Source: an optimization exercise on an open RTL-to-GDS flow (aim: small area, a short achievable clock period and few clock cycles). Production flows keep margins and buffers that such runs may drop. Only simulation tests tie the RTL to the original design; equivalence was not proved. Power figures rest on the tool's default switching activity, not on a simulated workload.

`flow/constraint.sdc`:
```
create_clock -name core_clock -period 12.0 [get_ports {CLK}]
set_input_delay 2.4000 -clock core_clock [delete_from_list [all_inputs] [get_ports {CLK}]]
set_output_delay 2.4000 -clock core_clock [all_outputs]
set_load 0.01 [all_outputs]
```
`flow/run.sh`:
```
#!/bin/bash
# synth_recipe.tcl (not shown) runs the flow's synth.tcl, then flattens the netlist and writes it again
# the make line also repeats each setting of config.mk as NAME=value (left out here)
make -C /OpenROAD-flow-scripts/flow DESIGN_CONFIG=/design/flow/config.mk WORK_HOME=/design/flow/orfs CLKGATE_MAP_FILE= SYNTH_SCRIPT=/design/flow/synth_recipe.tcl finish
```
`flow/config.mk`:
```
export PLATFORM = sky130hd
export DESIGN_NAME = MIPS
export DESIGN_NICKNAME = MIPS
export VERILOG_FILES = /design/flow/design.v
export SDC_FILE = /design/flow/constraint.sdc
export NUM_CORES = 4
export LEC_CHECK = 0
export CAP_MARGIN = 20
export CORE_MARGIN = 2
export CORE_UTILIZATION = 40
export SLEW_MARGIN = 20
```
`flow/design.v`:
```
module MIPS (CLK, RST, SW, CS, WE, ADDR, Mem_Wdata, Mem_Rdata);
  input CLK;
  input RST;
  input [2:0] SW;
  output reg CS, WE;
  output reg [6:0] ADDR;
  output reg [31:0] Mem_Wdata;
  input [31:0] Mem_Rdata;
  parameter K = 4;           
  localparam NSTEP = 32 / K;
  reg [31:0] rf [0:31];
  reg [31:0] IR;
  reg [6:0]  pc;             
  reg        fetch;          
  reg        mem;            
  reg        mem_w;          
  reg [4:0]  mem_rt;         
  reg [6:0]  mem_a;          
  reg [31:0] HI, LO, MA;
  reg [3:0]  mcnt;           
  reg [2:0]  SWr;            
  wire [5:0] op = IR[31:26];
  wire [5:0] fn = IR[5:0];
  wire [4:0] rs = IR[25:21];
  wire [4:0] rt = IR[20:16];
  wire [4:0] rd = IR[15:11];
  wire [4:0] sh = IR[10:6];
  wire [31:0] imm = {{16{IR[15]}}, IR[15:0]};
  reg [31:0] rA0, rB0;
  integer ri;
  always @(*) begin
    rA0 = 32'd0; rB0 = 32'd0;
    for (ri = 0; ri < 32; ri = ri + 1) begin
      rA0 = rA0 | (rf[ri] & {32{rs == ri}});
      rB0 = rB0 | (rf[ri] & {32{rt == ri}});
    end
  end
  wire [31:0] A = {rA0[31:3], (rs == 5'd1) ? SWr : rA0[2:0]};
  wire [31:0] B = {rB0[31:3], (rt == 5'd1) ? SWr : rB0[2:0]};
  wire is_mem  = op[5];
  wire is_sw   = op[5] & op[3];
  wire is_lw   = op[5] & ~op[3];
  wire is_imm  = ~op[5] & op[3];
  wire is_br   = ~op[5] & ~op[3] & op[2];
  wire is_jmp  = ~op[5] & ~op[3] & ~op[2] & op[1];
  wire is_jal  = is_jmp & op[0];
  wire is_r    = ~op[5] & ~op[3] & ~op[2] & ~op[1];
  wire r_jr    = is_r & (fn == 6'b001000);
  wire r_mult  = is_r & (fn == 6'b011000);
  wire r_mfhi  = is_r & (fn == 6'b010000);
  wire r_mflo  = is_r & (fn == 6'b010010);
  wire r_rsdst = is_r & (fn == 6'b101111 || fn == 6'b110000);
  wire exec  = ~fetch & ~mem;
  wire stall = (r_mfhi | r_mflo) & (mcnt != 4'd0);
  wire go    = exec & ~stall;
  wire [31:0] Y = (is_imm | is_mem) ? imm : B;
  wire do_sub = is_r & (fn == 6'b100010 || fn == 6'b101010 || fn == 6'b110010);
  wire do_b8  = is_r & (fn == 6'b101101);
  wire [31:0] Yx = Y ^ {32{do_sub}};
  wire kp = ~do_b8;
  wire [35:0] s36 = {1'b0, A[31:24], kp, A[23:16], kp, A[15:8], kp, A[7:0]} +
                    {1'b0, Yx[31:24], 1'b0, Yx[23:16], 1'b0, Yx[15:8], 1'b0, Yx[7:0]} +
                    {35'd0, do_sub};
  wire [31:0] sum = {s36[34:27], s36[25:18], s36[16:9], s36[7:0]};
  wire cout = s36[35];
  wire [6:0] pc1 = pc + 7'd1;
  reg [31:0] res;
  integer i;
  always @(*) begin
    res = sum;
    if (is_imm) begin
      case (op[2:0])
        3'b100:  res = A & imm;
        3'b101:  res = A | imm;
        3'b111:  res = {IR[15:0], 16'd0};
        default: res = sum;
      endcase
    end else if (is_jal) begin
      res = {25'd0, pc1};
    end else begin
      case (fn)
        6'b100100: res = A & B;
        6'b100101: res = A | B;
        6'b100110: res = A ^ B;
        6'b101010: res = {31'd0, ~cout};
        6'b000000: res = B << sh;
        6'b000010: res = B >> sh;
        6'b010000: res = HI;
        6'b010010: res = LO;
        6'b101111: for (i = 0; i < 32; i = i + 1) res[i] = B[31-i];
        6'b110000: res = {B[7:0], B[15:8], B[23:16], B[31:24]};
        6'b110001: res = cout ? 32'hFFFFFFFF : sum;
        6'b110010: res = cout ? sum : 32'd0;
        default:   res = sum;
      endcase
    end
  end
  wire regw_ex = go & (is_imm | is_jal | (is_r & ~r_jr & ~r_mult));
  wire regw_ld = mem & ~mem_w;
  wire [4:0] dst = mem ? mem_rt :
                   is_jal ? 5'd31 : (is_r ? (r_rsdst ? rs : rd) : rt);
  wire [31:0] wdata = mem ? Mem_Rdata : res;
  wire [6:0] pcb = pc1 + IR[6:0];
  wire pred_t = is_br & op[0];                   
  wire taken  = is_br & ((A == B) ^ op[0]);
  wire [6:0] pnpc = pred_t ? pcb : (is_jmp ? IR[6:0] : pc1);
  wire redirect = r_jr | (is_br & (taken ^ pred_t));
  wire [6:0] anpc = r_jr ? A[6:0] : (taken ? pcb : pc1);
  always @(*) begin
    CS = 1'b1; WE = 1'b0; ADDR = pnpc;
    if (fetch) ADDR = pc;
    else if (mem) begin ADDR = mem_a; WE = mem_w; end
    else if (stall | r_jr) CS = 1'b0;
  end
  always @(posedge CLK) begin
    SWr <= SW;
    if (regw_ex | regw_ld) rf[dst] <= wdata;
    Mem_Wdata <= B;
    mem_a <= sum[6:0];
    mem_rt <= rt;
    mem_w <= is_sw;
    if (RST) begin
      fetch <= 1'b1;
      mem <= 1'b0;
      pc <= 7'd0;
    end else begin
      fetch <= go & redirect;
      mem <= go & is_mem;
      if (fetch | mem) begin
      end else if (go) begin
        pc <= redirect ? anpc : pnpc;
      end
    end
    if (fetch | go) IR <= Mem_Rdata;
  end
  wire [32+K-1:0] pstep = {{K{1'b0}}, HI} + MA * LO[K-1:0];
  always @(posedge CLK) begin
    if (RST) begin
      mcnt <= 4'd0;
    end else if (go & r_mult) begin
      mcnt <= NSTEP;
    end else if (mcnt != 4'd0) begin
      mcnt <= mcnt - 4'd1;
    end
    if (go & r_mult) begin
      MA <= A;
      LO <= B;
      HI <= 32'd0;
    end else if (mcnt != 4'd0) begin
      HI <= pstep[32+K-1:K];
      LO <= {pstep[K-1:0], LO[31:K]};
    end
  end
endmodule
```
==> flow_summary.ini <==
[timing]
setup_viol = 0
worstMarginPinSlew_ps = 1300
hold_viol_final = 0
relSlewSlack = 0.131
rsz0062_at_grt = no
finalSetupTns_ps = 0
fin_skew_ps = 58.8
min_period_over_period = 0.781
timing.fmax_mhz = 107
slew_viol_final = 0
period_minus_slack_ps = 9370
postLayoutSetupSlackWorst_ps = 2630

[floorplanning]
rows = 148
core_area_um2 = 163000
ios = 78
dieArea_um2 = 167000
initial_core_util = 0.403
die_w_um = 408
die_height_um = 408

[synth]
yosysTopAreaCell = edfxtp_1
synth_seq_area_share = 0.541
async_reset_ff_frac = 0
syn_inst = 5737
avgSynthCellArea_um2 = 11.4
ys.flop_type = edfxtp_1
yosysUniqueCellTypes = 115
yosys_warnings = 1
ys_seq_elements = 1210
synth_edf_count = 1117
synth.area.top_cells = edfxtp_1 (51%), a22oi_1 (6.6%), dfxtp_1 (2.8%)
syn_area_um2 = 65400
synth_fp_nets = 6015
synth_top_area_frac = 0.513

[clocking]
htree_levels = 4
clock-root-buffer = clkbuf_16
cts_buffers = 135
clockBufferDepth = 3
tritoncts = done
cts.hold.buffers_added = 0
cts_resized = 0
path_clk_slew_ps = 60
clkLatencyLatePin_ps = 840
cts_setup_buffers = 0
cts_sinks = 1210

[worst_setup_path]
path_max_fanout = 40
crit_arrival_ps = 9870
path_class = reg -> reg
critPathTopFamily = compound AO/OA/AOI/OAI gates
cpMaxStageDelayCell = o21ai_0
cp-start-kind = register
timing.critical_path.mode_cell = buf_4
critPathBufInv = 5
crit_required_ps = 12500
max_stage_delay_ps = 900
critPathCaptureType = register

[detailed_routing]
antenna_left = 0
dr.pass1.iters = 22
wire_per_inst_um = 44.1
num_vias = 60821
drt_iter0_markers = 13587
wirelength_mm = 356
vias_per_cell = 7.52
drc = 0

[layout]
area_growth_pct = 14.1
final_nets = 6072
layout.cells.non_filler = 8089
drive_gt1_frac = 0.122
post-route-util = 0.459
fillers = 14955

[grt]
grt_overflow = 0
antenna_found_initial = 26
track_usage = 0.412
grt_pass1_vias = 55999
grt_pass1_wl_mm = 475
grt_max_degree = 69

[placement]
port_buffers = 77
dpl.hpwl_mm = 225
place_congestion = 1.04
placed_cells = 7829
pre_cts_slack_ps = 2990

[worst_hold_path]
hold_class = reg -> reg

[outcome]
status = no timing/DRC/antenna violations

[power]
vdd_drop_max_v = 0.000249
p_leak_nw = 26.9
power_density_nw_per_um2 = 222

[job]
max_cap_viol_count = 0
[cells by family (layout without fill, tap and decap cells)]
| group | count (synthesis) | count (layout) | synth area share |
|---|---|---|---|
| DFF | 1210 | 1210 | 0.541 |
| other | 0 | 10 | 0 |
| and+or+nand+nor | 1646 | 1646 | 0.128 |
| muxes | 139 | 139 | 0.0233 |
| AOI/OAI and AO/OA | 1775 | 1775 | 0.198 |
| buffers and inverters | 621 | 788 | 0.0383 |
| adders and majority gates | 245 | 245 | 0.0574 |
| xor gates and xnor gates | 101 | 101 | 0.0135 |
[registers in the layout (all words and copies together), names as in the netlist]
| register | count |
|---|---|
| pc | 7 |
| SWr | 3 |
| LO | 32 |
| mem | 1 |
| Mem_Wdata | 32 |
| HI | 32 |
| mem_rt | 5 |
| mcnt | 4 |
| rf | 1022 |
| fetch | 1 |
| mem_w | 1 |
| IR | 31 |
| MA | 32 |
| mem_a | 7 |
[per-layer routing]
layer / vias up / wire, um / share of wire / GRT usage
li1: 22776 / - / - / -
met1: 29442 / 118000 / 0.33 / 0.485
met2: 6470 / 145000 / 0.41 / 0.588
met3: 2109 / 58100 / 0.16 / 0.190
met4: 24 / 35100 / 0.099 / 0.303
met5: - / 307 / 0.00086 / 0.00718
[worst register-to-register path, stage by stage, from the launching register on]
cell       delay [ps]
edfxtp_1          650
buf_4             580
or2_1             650
nor2_2            360
buf_4             360
a2111oi_0         460
nand4_1           160
or3_1             610
buf_4             300
o21ai_0           220
xnor2_1           250
ha_1              390
a21o_1            220
a21o_1            200
a21oi_1           260
nor2_1            100
o21a_1            170
o21ai_0           210
a21oi_1           110
nor3_1            150
o221a_2           280
a21boi_1           80
buf_4             220
o21ai_0           900
nor2_1            120
nor4_1            690
a21oi_2            60
buf_4             280
[through the flow]
| stage | area, um2 | hold slack (ps) | power, mW |
|---|---|---|---|
| final | 74700 | 521 | 16.6 |
| after floorplan | 65400 | 416 | 9.99 |
| after global routing | 74700 | 532 | 17.3 |
| after global placement | 70000 | 506 | 12.1 |
| after detailed placement | 70100 | 514 | 12.1 |
| after CTS | 74600 | 523 | 16.4 |
[cell usage in the layout, fill, tap and decap left out, types with 20 or more instances in the layout]
cell,n
a22oi_1,573
a31oi_1,22
nor3_1,48
clkinv_1,24
clkinv_2,28
buf_4,271
a211oi_1,35
ha_1,148
a22o_1,115
or3_1,27
o21a_1,20
nand2b_1,28
clkbuf_16,138
inv_1,170
a21oi_1,224
o21ai_0,214
dfxtp_1,92
mux2i_1,106
clkdlybuf4s50_1,77
nand4_1,108
clkbuf_1,21
a2111oi_0,81
or4_1,51
edfxtp_1,1117
xnor2_1,74
nand3_1,191
nor2_4,85
and3_1,277
mux2_2,25
nand2_1,366
xor2_1,27
a21o_1,47
and2_1,52
nor2_1,268
fa_1,93
o22ai_1,36
nor4_1,24
o211ai_1,31
a221oi_1,160
[where the power goes]
group | internal (mW) | switching [mW]
clock | 2.39 | 1.89
combinational | 2.35 | 4.29
sequential | 5.40 | 0.261
[synthesized netlist by cell type, drive strengths merged, types with 10 or more instances]
cell     count
edfxtp    1117
a22oi      574
nor2       370
nand2      369
clkbuf     311
and3       280
o21ai      233
a21oi      226
nand3      192
inv        183
a221oi     161
ha         148
buf        122
a22o       115
nand4      109
mux2i      107
a2111oi     93
dfxtp       93
fa          93
xnor2       74
and2        54
nor3        52
or4         52
a21o        48
o22ai       38
a211oi      36
o211ai      32
nor4        29
nand2b      28
or3         28
xor2        27
mux2        25
a31oi       23
o21a        20
o221ai      19
nor2b       18
o2111ai     18
a221o       16
nand3b      16
a222oi      14
o31ai       13
or2         13
o21bai      11
a32oi       10
nor3b       10
[final timing paths]
kind | cells past startpoint | slack (ps) | endpoint | from
worst max-delay path | 27 | 2630 | rf[23][11]$_DFFE_PP_ | IR[16]$_DFFE_PP_
worst min-delay path | 2 | 520 | pc[6]$_SDFFE_PP0P_ | pc[6]$_SDFFE_PP0P_
worst max register to register | 27 | 2630 | rf[23][11]$_DFFE_PP_ | IR[16]$_DFFE_PP_
worst min register to register | 2 | 520 | pc[6]$_SDFFE_PP0P_ | pc[6]$_SDFFE_PP0P_
[layout make-up]
class	count	area, um2	area share
multi-input cells	3906	28400	0.381
well taps	2175	2720	0.0364
diodes	10	25.0	0.000335
clock inverters	86	956	0.0128
repair buffers	353	2890	0.0386
inverters	188	707	0.00947
clock buffers	161	3560	0.0477
flip-flops and latches	1210	35400	0.474
Testbench counts, summed over its fixed seeds: cycles 82,866.

[port drivers added, routing unchanged]
In the flow no input, the clock included, has a driving cell. The finished layout below was timed again as built, in two steps.
Step 1: set_driving_cell puts a clkbuf_16 on CLK and a buf_2 on each other input, an assumption about the parent block.
Step 2 moves the port delays by t, midway between the first and last clock arrival at a register: inputs arrive t later, outputs are due t later. That takes back most of the time a late clock gives input paths.
a / b / c = ideal ports / drivers / drivers and shift; a / b = the first two.
t (ns): 0.895
setup slack, ns: 2.626 / 2.626 / 2.626
worst hold slack (ns): 0.521 / 0.521 / 0.521
latest minus earliest clock arrival (ns): 0.059 / 0.059
worst register clock-pin slew, ns: 0.08 / 0.08
After both steps setup and hold are still met in this run. For this run, drivers alone change the setup slack by 0.000 ns; drivers and shift together by 0.000 ns.
